What follows belongs to an exercise in optimizing a design on an open flow for a short achievable clock period and few clock cycles; a production flow would make more cautious choices. The RTL was checked by simulation tests, not by an equivalence proof against the original design. Power is estimated from default activity; no workload was simulated.

**flow/run.sh**
```bash
#!/bin/bash
# The standard layout (standard.sh, unchanged synthesis and steps) with two
# settings changed through the environment:
# * stronger buffers on the ports: ORFS's default port buffer here is a slow
#   delay cell, which sits on every path from an input (the memories' read
#   data arrive 20% of the period after the edge);
export BUFFER_PORTS_ARGS="-buffer_cell sky130_fd_sc_hd__buf_4"
export SETUP_SLACK_MARGIN=6
bash standard.sh > standard.log 2>&1
status=$?
tail -20 standard.log
exit $status
```
**standard.sh**
```bash
#!/bin/bash
# synth_recipe.tcl (not shown) runs the flow's synth.tcl, then flattens the netlist and writes it again
# the make line also repeats each setting of config.mk as NAME=value (left out here)
make -C /OpenROAD-flow-scripts/flow DESIGN_CONFIG=/design/flow/config.mk WORK_HOME=/design/flow/orfs CLKGATE_MAP_FILE= SYNTH_SCRIPT=/design/flow/synth_recipe.tcl "${@:-finish}"
```
**config.mk**
```make
export PLATFORM = sky130hd
export DESIGN_NAME = CPU
export DESIGN_NICKNAME = CPU
export VERILOG_FILES = /design/flow/design.v
export SDC_FILE = /design/flow/constraint.sdc
export NUM_CORES = 4
export LEC_CHECK = 0
export CAP_MARGIN = 20
export CORE_MARGIN = 2
export CORE_UTILIZATION = 40
export SLEW_MARGIN = 20
export SYNTH_HIERARCHICAL = 1
```
**constraint.sdc**
```tcl
create_clock -name core_clock -period 8.7 [get_ports {clk}]
set_input_delay 1.7400 -clock core_clock [delete_from_list [all_inputs] [get_ports {clk}]]
set_output_delay 1.7400 -clock core_clock [all_outputs]
set_load 0.01 [all_outputs]
```
**design.v**
```verilog
`timescale 1ns / 1ps
module Control(i_instruction,
               o_rtype_alu,
               o_jr,
               o_jr31,
               o_link,
               o_j,
               o_beq,
               o_bne,
               o_blez,
               o_bgtz,
               o_bltz,
               o_cond,
               o_static_taken,
               o_zero_test,
               o_lui,
               o_andi,
               o_imm,
               o_lw,
               o_sw,
               o_use_rs,
               o_use_rt,
               o_dest,
               o_sel_add,
               o_sel_sub,
               o_sel_slt,
               o_sel_sltu,
               o_sel_and,
               o_sel_or,
               o_sel_xor,
               o_sel_nor,
               o_sel_sll,
               o_sel_srl,
               o_sel_sra);
    input [31:0] i_instruction;
    output o_rtype_alu, o_jr, o_jr31, o_link, o_j;
    output o_beq, o_bne, o_blez, o_bgtz, o_bltz, o_cond, o_static_taken, o_zero_test;
    output o_lui, o_andi, o_imm, o_lw, o_sw, o_use_rs, o_use_rt;
    output [4:0] o_dest;
    output o_sel_add, o_sel_sub, o_sel_slt, o_sel_sltu;
    output o_sel_and, o_sel_or, o_sel_xor, o_sel_nor;
    output o_sel_sll, o_sel_srl, o_sel_sra;
    wire [5:0]  op  = i_instruction[31:26];
    wire [4:0]  rs  = i_instruction[25:21];
    wire [4:0]  rt  = i_instruction[20:16];
    wire [4:0]  rd  = i_instruction[15:11];
    wire [5:0]  fn  = i_instruction[5:0];
    wire        neg = i_instruction[15];
    wire rtype   = (op == 6'h00);
    wire r_jr    = rtype && fn == 6'h08;
    wire r_jalr  = rtype && fn == 6'h09;
    wire r_sub   = rtype && (fn == 6'h22 || fn == 6'h23);
    wire r_and   = rtype && fn == 6'h24;
    wire r_or    = rtype && fn == 6'h25;
    wire r_xor   = rtype && fn == 6'h26;
    wire r_nor   = rtype && fn == 6'h27;
    wire r_slt   = rtype && fn == 6'h2a;
    wire r_sltu  = rtype && fn == 6'h2b;
    wire r_sll   = rtype && fn == 6'h00;
    wire r_srl   = rtype && fn == 6'h02;
    wire r_sra   = rtype && fn == 6'h03;
    wire r_add   = rtype && !(r_jr || r_jalr || r_sub || r_and || r_or || r_xor || r_nor ||
                              r_slt || r_sltu || r_sll || r_srl || r_sra);
    wire r_alu   = rtype && !(r_jr || r_jalr);
    wire i_j     = (op == 6'h02);
    wire i_jal   = (op == 6'h03);
    wire i_beq   = (op == 6'h04);
    wire i_bne   = (op == 6'h05);
    wire i_blez  = (op == 6'h06);
    wire i_bgtz  = (op == 6'h07);
    wire i_bltz  = (op == 6'h01);
    wire i_addi  = (op == 6'h08) || (op == 6'h09);
    wire i_slti  = (op == 6'h0a);
    wire i_sltiu = (op == 6'h0b);
    wire i_andi  = (op == 6'h0c);
    wire i_lui   = (op == 6'h0f);
    wire i_lw    = (op == 6'h23);
    wire i_sw    = (op == 6'h2b);
    wire i_cond  = i_beq || i_bne || i_blez || i_bgtz || i_bltz;
    wire link    = i_jal || r_jalr;
    assign o_rtype_alu = r_alu;
    assign o_jr        = r_jr || r_jalr;
    assign o_jr31      = r_jr && rs == 5'd31;
    assign o_link      = link;
    assign o_j         = i_j;
    assign o_beq       = i_beq;
    assign o_bne       = i_bne;
    assign o_blez      = i_blez;
    assign o_bgtz      = i_bgtz;
    assign o_bltz      = i_bltz;
    assign o_cond      = i_cond;
    assign o_static_taken = i_cond && (neg || i_bne || (i_beq && rs == rt));
    assign o_zero_test = i_bgtz || i_blez || ((i_bne || i_beq) && rt == 5'd0);
    assign o_lui       = i_lui;
    assign o_andi      = i_andi;
    assign o_imm       = i_addi || i_slti || i_sltiu || i_andi || i_lui || i_lw || i_sw;
    assign o_lw        = i_lw;
    assign o_sw        = i_sw;
    assign o_use_rs    = !(i_j || i_jal || i_lui);
    assign o_use_rt    = r_alu || i_beq || i_bne;
    assign o_dest      = link ? 5'd31 :
                         r_alu ? rd :
                         (i_addi || i_slti || i_sltiu || i_andi || i_lui || i_lw) ? rt :
                         5'd0;
    assign o_sel_add   = r_add || i_addi || i_lw || i_sw || i_lui || link;
    assign o_sel_sub   = r_sub;
    assign o_sel_slt   = r_slt || i_slti;
    assign o_sel_sltu  = r_sltu || i_sltiu;
    assign o_sel_and   = r_and || i_andi;
    assign o_sel_or    = r_or;
    assign o_sel_xor   = r_xor;
    assign o_sel_nor   = r_nor;
    assign o_sel_sll   = r_sll;
    assign o_sel_srl   = r_srl;
    assign o_sel_sra   = r_sra;
endmodule
`timescale 1ns / 1ps
module RegisterFile(reset,
                    clk,
                    i_reg_write,
                    i_read_select1,
                    i_read_select2,
                    i_write_register,
                    i_write_data,
                    o_read_data1,
                    o_read_data2);
    input reset, clk;
    input i_reg_write;
    input [31:0] i_read_select1, i_read_select2;
    input [4:0] i_write_register;
    input [31:0] i_write_data;
    output reg [31:0] o_read_data1, o_read_data2;
    reg [31:0] RF_data[31:1];
    integer i;
    always @(*) begin
        o_read_data1 = 32'h00000000;
        o_read_data2 = 32'h00000000;
        for (i = 1; i < 32; i = i + 1) begin
            o_read_data1 = o_read_data1 | ({32{i_read_select1[i]}} & RF_data[i]);
            o_read_data2 = o_read_data2 | ({32{i_read_select2[i]}} & RF_data[i]);
        end
    end
    always @(posedge reset or posedge clk) begin
        if (reset) begin
            for (i = 1; i < 32; i = i + 1) begin
                RF_data[i] <= 32'h00000000;
            end
        end else if (i_reg_write && (i_write_register != 5'b00000)) begin
            RF_data[i_write_register] <= i_write_data;
        end
    end
endmodule
`timescale 1ns / 1ps
module Adder32(i_a, i_b, i_cin, o_sum, o_cout);
    input [31:0] i_a;
    input [31:0] i_b;
    input i_cin;
    output [31:0] o_sum;
    output o_cout;
    wire [31:0] p0 = i_a ^ i_b;
    wire [31:0] g0 = (i_a & i_b) | {31'b0, p0[0] & i_cin};
    wire [191:0] g;
    wire [191:0] p;
    assign g[31:0] = g0;
    assign p[31:0] = p0;
    genvar l, j;
    generate
        for (l = 0; l < 5; l = l + 1) begin : g_lvl
            for (j = 0; j < 32; j = j + 1) begin : g_bit
                if (j >= (1 << l)) begin : g_comb
                    assign g[32*(l+1) + j] = g[32*l + j] | (p[32*l + j] & g[32*l + j - (1 << l)]);
                    assign p[32*(l+1) + j] = p[32*l + j] & p[32*l + j - (1 << l)];
                end else begin : g_pass
                    assign g[32*(l+1) + j] = g[32*l + j];
                    assign p[32*(l+1) + j] = p[32*l + j];
                end
            end
        end
    endgenerate
    assign o_sum  = p0 ^ {g[190:160], i_cin};
    assign o_cout = g[191];
endmodule
module ALU(i_sel_add,
           i_sel_sub,
           i_sel_slt,
           i_sel_sltu,
           i_sel_and,
           i_sel_or,
           i_sel_xor,
           i_sel_nor,
           i_sel_sll,
           i_sel_srl,
           i_sel_sra,
           i_shamt,
           i_data_1,
           i_data_2,
           i_shift_data,
           o_sum,
           o_diff,
           o_other,
           o_lt,
           o_result);
    input i_sel_add, i_sel_sub, i_sel_slt, i_sel_sltu;
    input i_sel_and, i_sel_or, i_sel_xor, i_sel_nor;
    input i_sel_sll, i_sel_srl, i_sel_sra;
    input [4:0] i_shamt;
    input [31:0] i_data_1;
    input [31:0] i_data_2;
    input [31:0] i_shift_data;
    output [31:0] o_sum;
    output [31:0] o_diff;
    output [31:0] o_other;
    output o_lt;
    output [31:0] o_result;
    wire [31:0] w_add;
    wire [31:0] w_sub;
    wire w_add_c;
    wire w_sub_c;
    Adder32 U_ADD(.i_a(i_data_1), .i_b(i_data_2),  .i_cin(1'b0), .o_sum(w_add), .o_cout(w_add_c));
    Adder32 U_SUB(.i_a(i_data_1), .i_b(~i_data_2), .i_cin(1'b1), .o_sum(w_sub), .o_cout(w_sub_c));
    wire w_sltu = ~w_sub_c;
    wire w_slt  = (i_data_1[31] & ~i_data_2[31]) |
                  (~(i_data_1[31] ^ i_data_2[31]) & w_sub[31]);
    wire [31:0] w_sll = i_shift_data << i_shamt;
    wire [31:0] w_srl = i_shift_data >> i_shamt;
    wire [63:0] w_sra64 = {{32{i_shift_data[31]}}, i_shift_data} >> i_shamt;
    wire [31:0] w_sra = w_sra64[31:0];
    assign o_sum  = w_add;
    assign o_diff = w_sub;
    wire [31:0] w_fast = ({32{i_sel_and}}  & (i_data_1 & i_data_2))
                    | ({32{i_sel_or}}   & (i_data_1 | i_data_2))
                    | ({32{i_sel_xor}}  & (i_data_1 ^ i_data_2))
                    | ({32{i_sel_nor}}  & ~(i_data_1 | i_data_2))
                    | ({32{i_sel_sll}}  & w_sll)
                    | ({32{i_sel_srl}}  & w_srl)
                    | ({32{i_sel_sra}}  & w_sra);
    assign o_other  = w_fast;
    assign o_lt     = (i_sel_slt & w_slt) | (i_sel_sltu & w_sltu);
    assign o_result = ({32{i_sel_add}} & w_add)
                    | ({32{i_sel_sub}} & w_sub)
                    | {31'b0, o_lt}
                    | o_other;
endmodule
`timescale 1ns / 1ps
module EX_Forward(i_take_sum,
                  i_take_diff,
                  i_take_lt,
                  i_take_other,
                  i_sum,
                  i_diff,
                  i_lt,
                  i_other,
                  i_value,
                  o_value);
    input i_take_sum, i_take_diff, i_take_lt, i_take_other;
    input [31:0] i_sum, i_diff, i_other, i_value;
    input i_lt;
    output [31:0] o_value;
    assign o_value = ({32{i_take_sum}}  & i_sum)
                   | ({32{i_take_diff}} & i_diff)
                   | {31'b0, i_take_lt & i_lt}
                   | (i_take_other ? i_other : i_value);
endmodule
`timescale 1ns / 1ps
module CPU(reset,
           clk,
           imem_addr,
           imem_data,
           dmem_addr,
           dmem_wdata,
           dmem_we,
           dmem_rdata);
    input reset;
    input clk;
    output [31:0] imem_addr;
    input [31:0] imem_data;
    output [31:0] dmem_addr;
    output [31:0] dmem_wdata;
    output dmem_we;
    input [31:0] dmem_rdata;
    wire        mispredict_EX;
    wire [31:0] redirect_pc_EX;
    wire        redirect_ID;
    wire [31:0] btarget_ID;
    wire [31:0] rtarget_ID;
    wire        stall_ID;
    reg  [31:0] pc;
    wire [31:0] pcp4_IF = pc + 32'd4;
    assign imem_addr = pc;
    wire [5:0] op_IF    = imem_data[31:26];
    wire [5:0] fn_IF    = imem_data[5:0];
    wire       rtype_IF = (op_IF == 6'h00);
    wire       jmp_IF   = (op_IF[5:1] == 5'b00001);                                    
    wire       link_IF  = (op_IF == 6'h03) || (rtype_IF && fn_IF == 6'h09);            
    wire [31:0] jtarget_IF = {pcp4_IF[31:28], imem_data[25:0], 2'b00};
    reg [31:0] shadow_ra;
    localparam NB = 8;
    localparam NR = 4;
    reg [NB-1:0] btb_v;
    reg [29:0]   btb_tag [0:NB-1];
    reg [29:0]   btb_tgt [0:NB-1];
    reg [2:0]    btb_ptr;
    reg [NR-1:0] ret_v;
    reg [29:0]   ret_tag [0:NR-1];
    reg [1:0]    ret_ptr;
    reg          btb_hit;
    reg [29:0]   btb_out;
    integer k;
    always @(*) begin
        btb_hit = 1'b0;
        btb_out = 30'b0;
        for (k = 0; k < NB; k = k + 1) begin
            if (btb_v[k] && btb_tag[k] == pc[31:2]) begin
                btb_hit = 1'b1;
                btb_out = btb_out | btb_tgt[k];
            end
        end
        for (k = 0; k < NR; k = k + 1) begin
            if (ret_v[k] && ret_tag[k] == pc[31:2]) begin
                btb_hit = 1'b1;
                btb_out = btb_out | shadow_ra[31:2];
            end
        end
    end
    wire        pred_IF  = btb_hit;
    wire        hold_IF  = redirect_ID | stall_ID | btb_hit;
    wire [31:0] early_pc = redirect_ID ? rtarget_ID :
                           stall_ID    ? pc :
                           btb_hit     ? {btb_out, 2'b00} :
                           pcp4_IF;
    wire [31:0] other_pc = mispredict_EX ? redirect_pc_EX :
                           hold_IF       ? early_pc :
                           pcp4_IF;
    wire        take_jmp = jmp_IF && !hold_IF && !mispredict_EX;
    wire [31:0] next_pc  = take_jmp ? jtarget_IF : other_pc;
    always @(posedge clk or posedge reset) begin
        if (reset) pc <= 32'd0;
        else       pc <= next_pc;
    end
    always @(posedge clk or posedge reset) begin
        if (reset) shadow_ra <= 32'd0;
        else if (link_IF && !stall_ID) shadow_ra <= pcp4_IF;
    end
    wire [35:0] dec_IF;
    Control U_Control(
    .i_instruction(imem_data),
    .o_rtype_alu(dec_IF[0]),
    .o_jr(dec_IF[1]),
    .o_jr31(dec_IF[2]),
    .o_link(dec_IF[3]),
    .o_j(dec_IF[4]),
    .o_beq(dec_IF[5]),
    .o_bne(dec_IF[6]),
    .o_blez(dec_IF[7]),
    .o_bgtz(dec_IF[8]),
    .o_bltz(dec_IF[9]),
    .o_cond(dec_IF[10]),
    .o_static_taken(dec_IF[11]),
    .o_zero_test(dec_IF[12]),
    .o_lui(dec_IF[13]),
    .o_andi(dec_IF[14]),
    .o_imm(dec_IF[15]),
    .o_lw(dec_IF[16]),
    .o_sw(dec_IF[17]),
    .o_use_rs(dec_IF[18]),
    .o_use_rt(dec_IF[19]),
    .o_dest(dec_IF[24:20]),
    .o_sel_add(dec_IF[25]),
    .o_sel_sub(dec_IF[26]),
    .o_sel_slt(dec_IF[27]),
    .o_sel_sltu(dec_IF[28]),
    .o_sel_and(dec_IF[29]),
    .o_sel_or(dec_IF[30]),
    .o_sel_xor(dec_IF[31]),
    .o_sel_nor(dec_IF[32]),
    .o_sel_sll(dec_IF[33]),
    .o_sel_srl(dec_IF[34]),
    .o_sel_sra(dec_IF[35])
    );
    reg        valid_ID;
    reg [31:0] ins_ID;
    reg [31:0] pc_ID;
    reg [31:0] pcp4_ID;
    reg        pred_ID;
    reg [31:0] ptgt_ID;
    reg [31:0] rs_sel_ID;
    reg [31:0] rt_sel_ID;
    reg [35:0] dec_ID;
    always @(posedge clk or posedge reset) begin
        if (reset)                              valid_ID <= 1'b0;
        else if (mispredict_EX || redirect_ID)  valid_ID <= 1'b0;
        else if (!stall_ID)                     valid_ID <= 1'b1;
    end
    always @(posedge clk) begin
        if (!stall_ID) begin
            ins_ID    <= imem_data;
            pc_ID     <= pc;
            pcp4_ID   <= pcp4_IF;
            pred_ID   <= pred_IF;
            ptgt_ID   <= shadow_ra;
            rs_sel_ID <= 32'd1 << imem_data[25:21];
            rt_sel_ID <= 32'd1 << imem_data[20:16];
            dec_ID    <= dec_IF;
        end
    end
    wire [5:0]  op  = ins_ID[31:26];
    wire [4:0]  rs  = ins_ID[25:21];
    wire [4:0]  rt  = ins_ID[20:16];
    wire [4:0]  rd  = ins_ID[15:11];
    wire [4:0]  sh  = ins_ID[10:6];
    wire [5:0]  fn  = ins_ID[5:0];
    wire [15:0] imm = ins_ID[15:0];
    wire r_alu   = dec_ID[0];
    wire r_jrx   = dec_ID[1];
    wire jr31    = dec_ID[2];
    wire link    = dec_ID[3];
    wire i_cond  = dec_ID[10];
    wire static_taken = dec_ID[11];
    wire i_lui   = dec_ID[13];
    wire i_andi  = dec_ID[14];
    wire i_imm   = dec_ID[15];
    wire i_lw    = dec_ID[16];
    wire i_sw    = dec_ID[17];
    wire use_rs  = dec_ID[18];
    wire use_rt  = dec_ID[19];
    wire [4:0] dest = dec_ID[24:20];
    reg        valid_EX;
    reg [4:0]  dest_EX;
    reg        wrd_EX;
    reg        ld_EX;
    reg        wr_MEM;
    reg [4:0]  dest_MEM;
    reg        ld_MEM;
    reg [31:0] res_MEM;
    wire [31:0] alu_out;
    wire [31:0] alu_sum;
    wire [31:0] alu_diff;
    wire [31:0] alu_other;
    wire        alu_lt;
    reg         sel_add_EX, sel_sub_EX;
    reg [31:0]  a_EX, b_EX, s_EX, t_EX;
    wire wr_EX = valid_EX && wrd_EX;
    assign stall_ID = valid_ID && valid_EX && ld_EX && wrd_EX &&
                      ((use_rs && dest_EX == rs) || (use_rt && dest_EX == rt));
    wire [31:0] rf1;
    wire [31:0] rf2;
    RegisterFile U_RegisterFile(
    .reset(reset),
    .clk(clk),
    .i_reg_write(wr_MEM),
    .i_read_select1(rs_sel_ID),
    .i_read_select2(rt_sel_ID),
    .i_write_register(dest_MEM),
    .i_write_data(val_MEM),
    .o_read_data1(rf1),
    .o_read_data2(rf2)
    );
    wire [31:0] val_MEM = ld_MEM ? dmem_rdata : res_MEM;
    wire [31:0] rsv = (wr_MEM && dest_MEM == rs) ? val_MEM :
                      rf1;
    wire [31:0] rtv = (wr_MEM && dest_MEM == rt) ? val_MEM :
                      rf2;
    wire xs = wr_EX && !ld_EX && dest_EX == rs;
    wire xt = wr_EX && !ld_EX && dest_EX == rt;
    wire ld_sd = wr_EX && ld_EX && dest_EX == rt;
    wire [31:0] immext = i_lui  ? {imm, 16'h0000} :
                         i_andi ? {16'h0000, imm} :
                         {{16{imm[15]}}, imm};
    wire [31:0] a_in = i_lui ? 32'd0 : link ? pcp4_ID : rsv;
    wire [31:0] b_in = i_imm ? immext : link ? 32'd0 : rtv;
    wire        a_x  = xs && !(i_lui || link);
    wire        b_x  = xt && !(i_imm || link);
    wire btarget_c;
    Adder32 U_BTARGET(.i_a(pcp4_ID), .i_b({{14{imm[15]}}, imm, 2'b00}), .i_cin(1'b0),
                      .o_sum(btarget_ID), .o_cout(btarget_c));
    wire        zero_test = dec_ID[12];
    wire [31:0] zx_p  = a_EX ^ b_EX;
    wire [31:0] zx_o  = a_EX | b_EX;
    wire        z_add = !zx_p[0] && (zx_p[31:1] == zx_o[30:0]);
    wire        z_sub = (zx_p == 32'd0);
    wire        z_res = sel_add_EX ? z_add : z_sub;
    wire        z_use = xs && (sel_add_EX || sel_sub_EX) && zero_test;
    wire        z_taken = (dec_ID[5] || dec_ID[7]) ? z_res : !z_res;    
    wire        br_pred = z_use ? z_taken : (pred_ID || static_taken);
    wire redirect_br  = i_cond && (br_pred != pred_ID);
    wire li_jr        = r_jrx && xs && sel_add_EX && (a_EX == 32'd0);
    wire redirect_ret = (jr31 || li_jr) && !pred_ID;
    assign redirect_ID = valid_ID && !stall_ID && (redirect_br || redirect_ret);
    assign rtarget_ID  = li_jr ? b_EX : jr31 ? shadow_ra : pred_ID ? pcp4_ID : btarget_ID;
    reg        btb_ins, ret_ins;
    reg [29:0] ins_tag, ins_tgt;
    wire       ins_EX;
    always @(posedge clk or posedge reset) begin
        if (reset) begin
            btb_ins <= 1'b0;
            ret_ins <= 1'b0;
        end else begin
            btb_ins <= ins_EX || (redirect_ID && i_cond && br_pred);
            ret_ins <= !ins_EX && redirect_ID && jr31 && !li_jr;
        end
    end
    always @(posedge clk) begin
        ins_tag <= ins_EX ? pc_EX[31:2]  : pc_ID[31:2];
        ins_tgt <= ins_EX ? alt_EX[31:2] : btarget_ID[31:2];
    end
    always @(posedge clk or posedge reset) begin
        if (reset) begin
            btb_v   <= {NB{1'b0}};
            btb_ptr <= 3'd0;
            ret_v   <= {NR{1'b0}};
            ret_ptr <= 2'd0;
        end else if (btb_ins) begin
            btb_v[btb_ptr] <= 1'b1;
            btb_ptr        <= btb_ptr + 3'd1;
        end else if (ret_ins) begin
            ret_v[ret_ptr] <= 1'b1;
            ret_ptr        <= ret_ptr + 2'd1;
        end
    end
    always @(posedge clk) begin
        if (btb_ins) begin
            btb_tag[btb_ptr] <= ins_tag;
            btb_tgt[btb_ptr] <= ins_tgt;
        end else if (ret_ins) begin
            ret_tag[ret_ptr] <= ins_tag;
        end
    end
    wire [31:0] a_next;
    EX_Forward U_A_FWD(
    .i_take_sum(a_x & sel_add_EX),
    .i_take_diff(a_x & sel_sub_EX),
    .i_take_lt(a_x),
    .i_take_other(a_x),
    .i_sum(alu_sum),
    .i_diff(alu_diff),
    .i_lt(alu_lt),
    .i_other(alu_other),
    .i_value(a_in),
    .o_value(a_next)
    );
    wire [31:0] b_next;
    EX_Forward U_B_FWD(
    .i_take_sum(b_x & sel_add_EX),
    .i_take_diff(b_x & sel_sub_EX),
    .i_take_lt(b_x),
    .i_take_other(b_x),
    .i_sum(alu_sum),
    .i_diff(alu_diff),
    .i_lt(alu_lt),
    .i_other(alu_other),
    .i_value(b_in),
    .o_value(b_next)
    );
    wire [31:0] s_next;
    EX_Forward U_S_FWD(
    .i_take_sum(xs & sel_add_EX),
    .i_take_diff(xs & sel_sub_EX),
    .i_take_lt(xs),
    .i_take_other(xs),
    .i_sum(alu_sum),
    .i_diff(alu_diff),
    .i_lt(alu_lt),
    .i_other(alu_other),
    .i_value(rsv),
    .o_value(s_next)
    );
    wire [31:0] t_next;
    EX_Forward U_T_FWD(
    .i_take_sum(xt & sel_add_EX),
    .i_take_diff(xt & sel_sub_EX),
    .i_take_lt(xt),
    .i_take_other(xt),
    .i_sum(alu_sum),
    .i_diff(alu_diff),
    .i_lt(alu_lt),
    .i_other(alu_other),
    .i_value(rtv),
    .o_value(t_next)
    );
    reg        ld_sd_EX;
    reg [4:0]  sh_EX;
    reg        sel_slt_EX, sel_sltu_EX;
    reg        sel_and_EX, sel_or_EX, sel_xor_EX, sel_nor_EX;
    reg        sel_sll_EX, sel_srl_EX, sel_sra_EX;
    reg        st_EX;
    reg        beq_EX, bne_EX, blez_EX, bgtz_EX, bltz_EX, cond_EX, jr_EX;
    reg        pred_EX;
    reg [31:0] ptgt_EX;
    reg [31:0] alt_EX;
    reg [31:0] pc_EX;
    always @(posedge clk or posedge reset) begin
        if (reset) valid_EX <= 1'b0;
        else       valid_EX <= valid_ID && !stall_ID && !mispredict_EX;
    end
    always @(posedge clk) begin
        a_EX     <= a_next;
        b_EX     <= b_next;
        s_EX     <= s_next;
        t_EX     <= t_next;
        ld_sd_EX <= ld_sd;
        sh_EX    <= sh;
        sel_add_EX  <= dec_ID[25];
        sel_sub_EX  <= dec_ID[26];
        sel_slt_EX  <= dec_ID[27];
        sel_sltu_EX <= dec_ID[28];
        sel_and_EX  <= dec_ID[29];
        sel_or_EX   <= dec_ID[30];
        sel_xor_EX  <= dec_ID[31];
        sel_nor_EX  <= dec_ID[32];
        sel_sll_EX  <= dec_ID[33];
        sel_srl_EX  <= dec_ID[34];
        sel_sra_EX  <= dec_ID[35];
        dest_EX <= dest;
        wrd_EX  <= (dest != 5'd0);
        ld_EX   <= i_lw;
        st_EX   <= i_sw;
        beq_EX  <= dec_ID[5];
        bne_EX  <= dec_ID[6];
        blez_EX <= dec_ID[7];
        bgtz_EX <= dec_ID[8];
        bltz_EX <= dec_ID[9];
        cond_EX <= i_cond;
        jr_EX   <= r_jrx;
        pred_EX <= i_cond ? br_pred : (pred_ID || jr31 || li_jr);
        ptgt_EX <= pred_ID ? ptgt_ID : li_jr ? b_EX : shadow_ra;
        pc_EX   <= pc_ID;
        alt_EX  <= (i_cond && !br_pred) ? btarget_ID : pcp4_ID;
    end
    ALU U_ALU(
    .i_sel_add(sel_add_EX),
    .i_sel_sub(sel_sub_EX),
    .i_sel_slt(sel_slt_EX),
    .i_sel_sltu(sel_sltu_EX),
    .i_sel_and(sel_and_EX),
    .i_sel_or(sel_or_EX),
    .i_sel_xor(sel_xor_EX),
    .i_sel_nor(sel_nor_EX),
    .i_sel_sll(sel_sll_EX),
    .i_sel_srl(sel_srl_EX),
    .i_sel_sra(sel_sra_EX),
    .i_shamt(sh_EX),
    .i_data_1(a_EX),
    .i_data_2(b_EX),
    .i_shift_data(t_EX),
    .o_sum(alu_sum),
    .o_diff(alu_diff),
    .o_other(alu_other),
    .o_lt(alu_lt),
    .o_result(alu_out)
    );
    wire s_eq_t = (s_EX == t_EX);
    wire s_zero = (s_EX == 32'd0);
    wire s_neg  = s_EX[31];
    wire taken  = (beq_EX && s_eq_t) || (bne_EX && !s_eq_t) ||
                  (blez_EX && (s_neg || s_zero)) || (bgtz_EX && !(s_neg || s_zero)) ||
                  (bltz_EX && s_neg);
    assign mispredict_EX = valid_EX && (cond_EX ? (taken != pred_EX) :
                                        jr_EX   ? (!pred_EX || s_EX != ptgt_EX) :
                                        pred_EX);
    assign redirect_pc_EX = jr_EX ? s_EX : alt_EX;
    assign ins_EX = valid_EX && cond_EX && taken && !pred_EX;
    wire [31:0] sd = ld_sd_EX ? dmem_rdata : t_EX;
    reg        st_MEM;
    reg [31:0] sd_MEM;
    reg [31:0] addr_MEM;
    always @(posedge clk or posedge reset) begin
        if (reset) begin
            wr_MEM <= 1'b0;
            st_MEM <= 1'b0;
        end else begin
            wr_MEM <= wr_EX;
            st_MEM <= valid_EX && st_EX;
        end
    end
    always @(posedge clk) begin
        res_MEM  <= alu_out;
        addr_MEM <= alu_sum;
        sd_MEM   <= sd;
        dest_MEM <= dest_EX;
        ld_MEM   <= ld_EX;
    end
    assign dmem_addr  = addr_MEM;
    assign dmem_wdata = sd_MEM;
    assign dmem_we    = st_MEM;
endmodule
```
==> results of run 1 <==
-- layout by cell type, fill, tap and decap left out, types with 50 or more instances in the layout --
cell / count
mux2_4: 53
dfrtp_1: 1066
nor2_1: 263
buf_4: 776
a21oi_2: 54
a21oi_1: 151
dfxtp_2: 95
nand2_1: 360
nand3_1: 207
a221oi_1: 102
clkbuf_1: 57
buf_6: 272
inv_1: 183
clkinvlp_4: 52
buf_12: 242
diode_2: 55
mux2i_1: 288
a22oi_2: 151
buf_16: 71
clkbuf_16: 293
mux4_2: 65
a22oi_1: 811
nor2_4: 66
xnor2_1: 428
a222oi_1: 85
xnor2_2: 77
nor4_1: 50
edfxtp_1: 817
ha_1: 136
nand4_1: 374
a22o_1: 142
nand2_2: 55
a21o_1: 50
or4_4: 60
dfxtp_4: 99
dfxtp_1: 223
mux2_2: 1113
o21ai_0: 69
-- layout make-up --
type / count / share of cell area
Tap cell: 3781 / 0.0310
Timing Repair inverter: 26 / 0.00122
Timing Repair Buffer: 1448 / 0.116
Clock buffer: 378 / 0.0508
Antenna cell: 55 / 0.000902
Clock inverter: 102 / 0.00765
Sequential cell: 2313 / 0.396
Multi-Input combinational cell: 6394 / 0.391
Inverter: 223 / 0.00644
-- what timing repair did --
action / CTS / global route
pin swaps: 397 / 349
gates cloned: 99 / 22
endpoints found under the setup margin: 2105 / 1154
hold buffers: 0 / 0
gates resized for setup: 1933 / 559
setup buffers: 642 / 246
-- worst max-delay path, stage by stage (launching register included) --
cell	delay [ns]
edfxtp_1	0.42
xor2_2	0.22
or3_1	0.35
or2_4	0.27
o211ai_1	0.46
a31oi_4	0.17
buf_12	0.16
o31ai_4	0.41
buf_12	0.21
buf_6	0.11
nand4_1	0.30
a21oi_2	0.29
o31ai_1	0.11
-- final timing paths --
kind | start | to | slack, ns | depth (start not counted)
worst max-delay path | ins_ID[22]$_DFFE_PN_ | pc[17]$_DFFE_PP0P_ | 5.07 | 12
worst min-delay path | dec_ID[25]$_DFFE_PN_ | sel_add_EX$_DFF_P_ | 0.33 | 0
worst max register to register | ins_ID[22]$_DFFE_PN_ | pc[17]$_DFFE_PP0P_ | 5.07 | 12
worst min register to register | dec_ID[25]$_DFFE_PN_ | sel_add_EX$_DFF_P_ | 0.33 | 0
max in group asynchronous | reset | pc[2]$_DFFE_PP0P_ | 6.20 | 3
min in group asynchronous | reset | U_RegisterFile.RF_data[6][5]$_DFFE_PP0P_ | 0.87 | 2
-- sequential cells by signal, indices dropped and copies added, names as in the netlist, 34 cells and up --
| name | cells |
|---|---|
| U_RegisterFile.RF_data | 992 |
| btb_tag | 240 |
| btb_tgt | 240 |
| ret_tag | 120 |
| dec_ID | 34 |
-- stage by stage --
step | instance area (µm²) | setup slack (ns)
floorplan | 117000 | -6.71
CTS | 147000 | 5.16
finish | 153000 | 5.07
global route | 153000 | 5.04
global placement | 122000 | 3.66
detailed placement | 122000 | 3.60
-- layer usage --
metal | part of all wire | vias up | wire (µm)
li1 | - | 39200 | -
met2 | 0.39 | 10600 | 253000
met3 | 0.16 | 3703 | 103000
met5 | 0.0015 | - | 974
met1 | 0.34 | 52600 | 219000
met4 | 0.11 | 42 | 69000
-- where the power goes --
| part | internal (µW) | total, µW | leakage [µW] | switching [µW] |
|---|---|---|---|---|
| combinational | 3830 | 8980 | 0.0313 | 5140 |
| clock | 6790 | 11700 | 0.00438 | 4940 |
| sequential | 12500 | 14000 | 0.0264 | 1560 |
| total | 23100 | 34700 | 0.0621 | 11600 |
==> out/metrics.csv, run 1 <==
stage,metric,value,unit
timing,fmax,275,MHz
hold_path,worst hold path type,reg2reg,
die,die area,295000,µm²
placement,dpl hpwl,366000,µm
global_routing,met2 GRT Util,0.575,
placement,placer congestion estimate,1.04,
global_routing,initial antenna violation count,64,
worst_setup_path,Worst Path Arrival,4.41,ns
flow_run,# Max-Cap Violations,0,
global_routing,first-pass GRT wire length,851000,µm
cells_and_area,Layout Nets,10900,
global_routing,GRT Max-Usage Layer,met2,
timing,setup violators final,0,
cts,Root Buffer,clkbuf_16,
global_routing,largest net degree at the start of global routing,164,
die,core footprint,288000,µm²
die,DIE WIDTH,543,µm
cts,clk sinks,2313,
cells_and_area,share of post-route cells with drive strength above 1,0.413,
cts,Bufs on Longest Clock Path,4,
worst_setup_path,required time of the critical path,9.48,ns
logic_synthesis,YS warnings,9,
die,# IOs,163,
timing,RSZ-0062 raised after global routing,yes,
timing,Final Skew,0.0649,ns
power_and_ir_drop,Pleak,0.0621,µW
cts,H-Tree Depth,5,
cts,Worst-path clk slew,0.06,ns
cells_and_area,total area of sequential cells,60400,µm²
timing,"Hold Vio Cnt, Final",0,
global_routing,met3 Track Usage GR,0.193,
detailed_routing,Residual DRC,0,
detailed_routing,wire per inst,43.8,µm
timing,Final Cycle Share,0.418,
detailed_routing,vias per cell,7.21,
worst_setup_path,crit path max fanout,5,
timing,setup TNS,0,ns
cells_and_area,Filler Cell Count,24100,
logic_synthesis,"Cell Area, Synth",116000,µm²
placement,placed cells,13200,
status,status,timing/DRC/antenna clean,
power_and_ir_drop,maximum VDD drop,0.165,mV
cts,CTS buffer count,264,
cells_and_area,Layout Cells excl Fill,14700,
cts,Clock Latency Late Sink,0.97,ns
timing,Final Max Slew Viols,0,
logic_synthesis,"Avg Cell Area, Syn",12.0,µm²
global_routing,vias in the first global route,98800,
die,cell row count,197,
die,Initial Util,0.403,
detailed_routing,vias post-DR,106000,
cells_and_area,Multi-input gate area,59700,µm²
detailed_routing,drt total wl,645000,µm
global_routing,Tot GR Track Use,0.419,
logic_synthesis,post-synthesis instance total,9665,
detailed_routing,remaining antenna violation count,0,
worst_setup_path,startpoint types,flop,
global_routing,met1 Use GR,0.501,
cells_and_area,area grow syn2layout,31.5,%
worst_setup_path,CP Class,reg2reg,
placement,I/O Buffers,162,
timing,Max-Slew Margin vs Limit,0.160,
detailed_routing,DRT Pass-1 Iters,12,
global_routing,global route overflow,0,
timing,Worst Hold Slack,0.330,ns
power_and_ir_drop,pwr dens,227,nW/µm²
power_and_ir_drop,power consumption,34700,µW
die,Chip Height,543,µm
worst_setup_path,CP Capture Type,flop,
cts,TritonCTS clock tree,yes,
timing,crit path time final,3.63,ns
detailed_routing,initial DRC count,19800,
timing,Worst Tran Pin Value,1.26,ns
cells_and_area,post-layout util,0.529,
Testbench counts, summed over its fixed seeds: cycles 29,751.
==> inputs of run 2 (changes only) <==
--- a/design.v
+++ b/design.v
@@ -385,6 +385,8 @@
     reg [31:0] ptgt_ID;
     reg [31:0] rs_sel_ID;
     reg [31:0] rt_sel_ID;
+    reg        rs_ex_ID;
+    reg        rt_ex_ID;
     reg [35:0] dec_ID;
     always @(posedge clk or posedge reset) begin
         if (reset)                              valid_ID <= 1'b0;
@@ -403,6 +405,15 @@
             dec_ID    <= dec_IF;
         end
     end
+    always @(posedge clk) begin
+        if (stall_ID) begin
+            rs_ex_ID <= 1'b0;
+            rt_ex_ID <= 1'b0;
+        end else begin
+            rs_ex_ID <= (imem_data[25:21] == dec_ID[24:20]) && (dec_ID[24:20] != 5'd0);
+            rt_ex_ID <= (imem_data[20:16] == dec_ID[24:20]) && (dec_ID[24:20] != 5'd0);
+        end
+    end
     wire [5:0]  op  = ins_ID[31:26];
     wire [4:0]  rs  = ins_ID[25:21];
     wire [4:0]  rt  = ins_ID[20:16];
@@ -440,8 +451,8 @@
     reg         sel_add_EX, sel_sub_EX;
     reg [31:0]  a_EX, b_EX, s_EX, t_EX;
     wire wr_EX = valid_EX && wrd_EX;
-    assign stall_ID = valid_ID && valid_EX && ld_EX && wrd_EX &&
-                      ((use_rs && dest_EX == rs) || (use_rt && dest_EX == rt));
+    assign stall_ID = valid_ID && valid_EX && ld_EX &&
+                      ((use_rs && rs_ex_ID) || (use_rt && rt_ex_ID));
     wire [31:0] rf1;
     wire [31:0] rf2;
     RegisterFile U_RegisterFile(
@@ -460,9 +471,9 @@
                       rf1;
     wire [31:0] rtv = (wr_MEM && dest_MEM == rt) ? val_MEM :
                       rf2;
-    wire xs = wr_EX && !ld_EX && dest_EX == rs;
-    wire xt = wr_EX && !ld_EX && dest_EX == rt;
-    wire ld_sd = wr_EX && ld_EX && dest_EX == rt;
+    wire xs = valid_EX && !ld_EX && rs_ex_ID;
+    wire xt = valid_EX && !ld_EX && rt_ex_ID;
+    wire ld_sd = valid_EX && ld_EX && rt_ex_ID;
     wire [31:0] immext = i_lui  ? {imm, 16'h0000} :
                          i_andi ? {16'h0000, imm} :
                          {{16{imm[15]}}, imm};
==> run 2 against run 1 <==
Net effect: cell area is 2.6% lower; critical endpoint is now res_MEM[10]$_DFF_P_; sequential cell count is 2 higher; core utilization is 1.3 points lower; first-iteration DRC count is 10% lower; via count is 4.9% lower.
==> out/metrics.csv, run 2 <==
stage,metric,value,unit
logic_synthesis,post-synthesis instance total,9620,
die,Initial Util,0.402,
hold_path,Worst Min Path Start,dest_EX[4]$_DFF_P_,
die,die area,293000,µm²
cts,Clock Latency Late Sink,0.95,ns
placement,I/O Buffers,162,
flow_run,# Max-Cap Violations,0,
timing,setup TNS,0,ns
worst_setup_path,Worst Path Arrival,4.25,ns
worst_setup_path,required time of the critical path,9.41,ns
global_routing,initial antenna violation count,53,
global_routing,Tot GR Track Use,0.399,
detailed_routing,Residual DRC,0,
cells_and_area,"commonest non-fill, non-tap cell in the layout",mux2_2,
worst_setup_path,FF-to-FF End,res_MEM[10]$_DFF_P_,
power_and_ir_drop,Pleak,0.0610,µW
die,Chip Height,542,µm
cells_and_area,share of post-route cells with drive strength above 1,0.399,
power_and_ir_drop,Combinational Power Share,0.275,
power_and_ir_drop,sequential share of power,0.396,
cts,H-Tree Depth,5,
cells_and_area,largest reg by FF count,U_RegisterFile.RF_data,
cts,CTS buffer count,267,
worst_setup_path,FF-to-FF Start,b_EX[0]$_DFF_P_,
worst_setup_path,CP Class,reg2reg,
detailed_routing,drt total wl,612000,µm
timing,crit path time final,3.54,ns
placement,placed cells,13100,
hold_path,hold depth,0,
detailed_routing,vias post-DR,101000,
timing,Final Max Slew Viols,0,
timing,Final Skew,0.0905,ns
cts,Worst-path clk slew,0.06,ns
timing,setup violators final,0,
cts,clk sinks,2315,
detailed_routing,initial DRC count,17800,
power_and_ir_drop,Cell Int Power,23600,µW
timing,RSZ-0062 raised after global routing,yes,
cts,Bufs on Longest Clock Path,4,
timing,"Hold Vio Cnt, Final",0,
worst_setup_path,crit path max fanout,4,
detailed_routing,vias per cell,6.97,
cells_and_area,Layout Cells excl Fill,14500,
detailed_routing,DRT Pass-1 Iters,13,
worst_setup_path,CP Capture Type,flop,
logic_synthesis,"Cell Area, Synth",116000,µm²
global_routing,global route overflow,0,
global_routing,largest net degree at the start of global routing,171,
hold_path,Hold EP,dest_MEM[4]$_DFF_P_,
hold_path,worst hold path type,reg2reg,
cells_and_area,max FFs per register,992,
timing,Worst Tran Pin Value,1.32,ns
status,status,timing/DRC/antenna clean,
logic_synthesis,"Avg Cell Area, Syn",12.0,µm²
die,DIE WIDTH,542,µm
cts,Root Buffer,clkbuf_16,
cts,TritonCTS clock tree,yes,
cells_and_area,most frequent cells in the layout,"1094 x mux2_2, 1062 x dfrtp_1, 872 x a22oi_1",
global_routing,vias in the first global route,95200,
cells_and_area,Largest regs,"U_RegisterFile.RF_data (992), btb_tag (240), btb_tgt (240)",
worst_setup_path,R2R cell count,13,
logic_synthesis,YS warnings,9,
placement,placer congestion estimate,1.02,
cells_and_area,Filler Cell Count,24600,
die,core footprint,288000,µm²
power_and_ir_drop,maximum VDD drop,0.205,mV
worst_setup_path,r2r setup slk,5.16,ns
global_routing,first-pass GRT wire length,812000,µm
timing,fmax,282,MHz
power_and_ir_drop,switching power,12000,µW
cells_and_area,area grow syn2layout,28.7,%
power_and_ir_drop,pwr dens,240,nW/µm²
power_and_ir_drop,Clock power frac,0.329,
die,# IOs,163,
power_and_ir_drop,Sw Ratio,0.337,
worst_setup_path,startpoint types,flop,
detailed_routing,wire per inst,42.2,µm
detailed_routing,remaining antenna violation count,0,
timing,Final Cycle Share,0.407,
cells_and_area,Layout Nets,10700,
placement,dpl hpwl,352000,µm
die,cell row count,197,
timing,Max-Slew Margin vs Limit,0.118,
-- run 2: worst max-delay path, cell delays in order, from the launching register on --
cell      delay (ns)
dfxtp_4         0.38
inv_2           0.05
fa_2            0.37
fa_2            0.41
a21oi_4         0.19
o211ai_4        0.12
a21o_1          0.18
a21oi_2         0.16
o21bai_1        0.09
a21oi_1         0.19
xnor2_1         0.11
buf_4           0.19
a222oi_1        0.63
nand3_2         0.30
-- run 2: metal layers --
metal | up-vias | global-route usage | part of all wire
li1 | 38400 | - | -
met5 | - | 0.000658 | 0.00060
met4 | 44 | 0.290 | 0.095
met2 | 9162 | 0.566 | 0.41
met3 | 2914 | 0.165 | 0.15
met1 | 50500 | 0.486 | 0.35
-- run 2: repair_timing --
action                      CTS  global route
resized for setup          1884           502
pin swaps                   446           254
setup buffers               629           162
setup endpoints to repair  1447           998
gates cloned                 70            22
hold buffers                  0             0
-- run 2: worst max path at each step --
stage	startpoint	end	slack (ns)	cells past startpoint
after floorplan	reset	U_RegisterFile.RF_data[10][0]$_DFFE_PP0P_	-6.71	1
after global routing	pc[19]$_DFFE_PP0P_	pc[25]$_DFFE_PP0P_	5.15	13
after global placement	b_EX[20]$_DFF_P_	pc[0]$_DFFE_PP0P_	3.83	13
final	b_EX[0]$_DFF_P_	res_MEM[10]$_DFF_P_	5.16	13
after CTS	b_EX[0]$_DFF_P_	res_MEM[10]$_DFF_P_	5.23	13
after detailed placement	b_EX[30]$_DFF_P_	pc[1]$_DFFE_PP0P_	3.99	13
-- run 2: layout make-up --
cell class                 count  area (µm²)  share of cell area
timing repair buffer        1301       14900               0.100
inverter                     211         917             0.00617
timing repair inverter        17         128            0.000858
multi-input combinational   6351       58600               0.394
tap                         3781        4730              0.0318
clock inverter               105        1200             0.00807
sequential                  2315       60500               0.406
clock buffer                 372        7690              0.0517
antenna                       42         105            0.000706
-- run 2: metrics by stage --
| stage | hold WS (ns) | power [µW] | setup slack [ns] | utilization | instance area (µm²) |
|---|---|---|---|---|---|
| 2_1_floorplan | 0.310 | 17200 | -6.71 | - | 116000 |
| 3_3_place_gp | 0.317 | 20600 | 3.83 | 0.419 | 121000 |
| 3_5_place_dp | 0.314 | 20600 | 3.99 | 0.419 | 121000 |
| 4_1_cts | 0.293 | 34400 | 5.23 | 0.502 | 145000 |
| 5_1_grt | 0.295 | 36200 | 5.15 | 0.516 | 149000 |
| 6_report | 0.308 | 35600 | 5.16 | 0.517 | 149000 |
-- run 2: power groups by stage --
stage / sequential [µW] / clock [µW] / combinational (µW)
6_report: 14100 / 11700 / 9800
5_1_grt: 14100 / 12100 / 9930
4_1_cts: 14000 / 11700 / 8640
3_5_place_dp: 14400 / 0 / 6200
3_3_place_gp: 14400 / 0 / 6210
2_1_floorplan: 13400 / 0 / 3860
Testbench counts of run 2, summed over its fixed seeds: cycles 29,751.

-- static timing again, ports no longer ideal --
No port has a modelled driver above. Below, the same layouts with a new extraction and two added sets of constraints.
Step 1: set_driving_cell puts a clkbuf_16 on clk and a buf_2 on each other input, an assumption about the parent block.
Step 2, shift: input delay + t, output delay - t, t = (earliest + latest rising clock arrival at the registers) / 2. This alone moves slack from input paths to output paths.
Slacks: ideal / step 1 / step 2; pairs: ideal / step 1.
run	t, ns	setup slack, ns	worst hold slack (ns)	worst data-port slew with drivers (ns)	cell pins on the clock port's net
run 1	1.043	5.065 / 5.020 / 4.625	0.330 / 0.330 / 0.330	0.22	1
run 2	1.002	5.160 / 5.094 / 4.701	0.308 / 0.308 / 0.308	0.16	1
After both steps setup and hold are still met in every run listed. For run 2, which loses most, drivers alone change the setup slack by -0.066 ns; drivers and shift together by -0.459 ns.
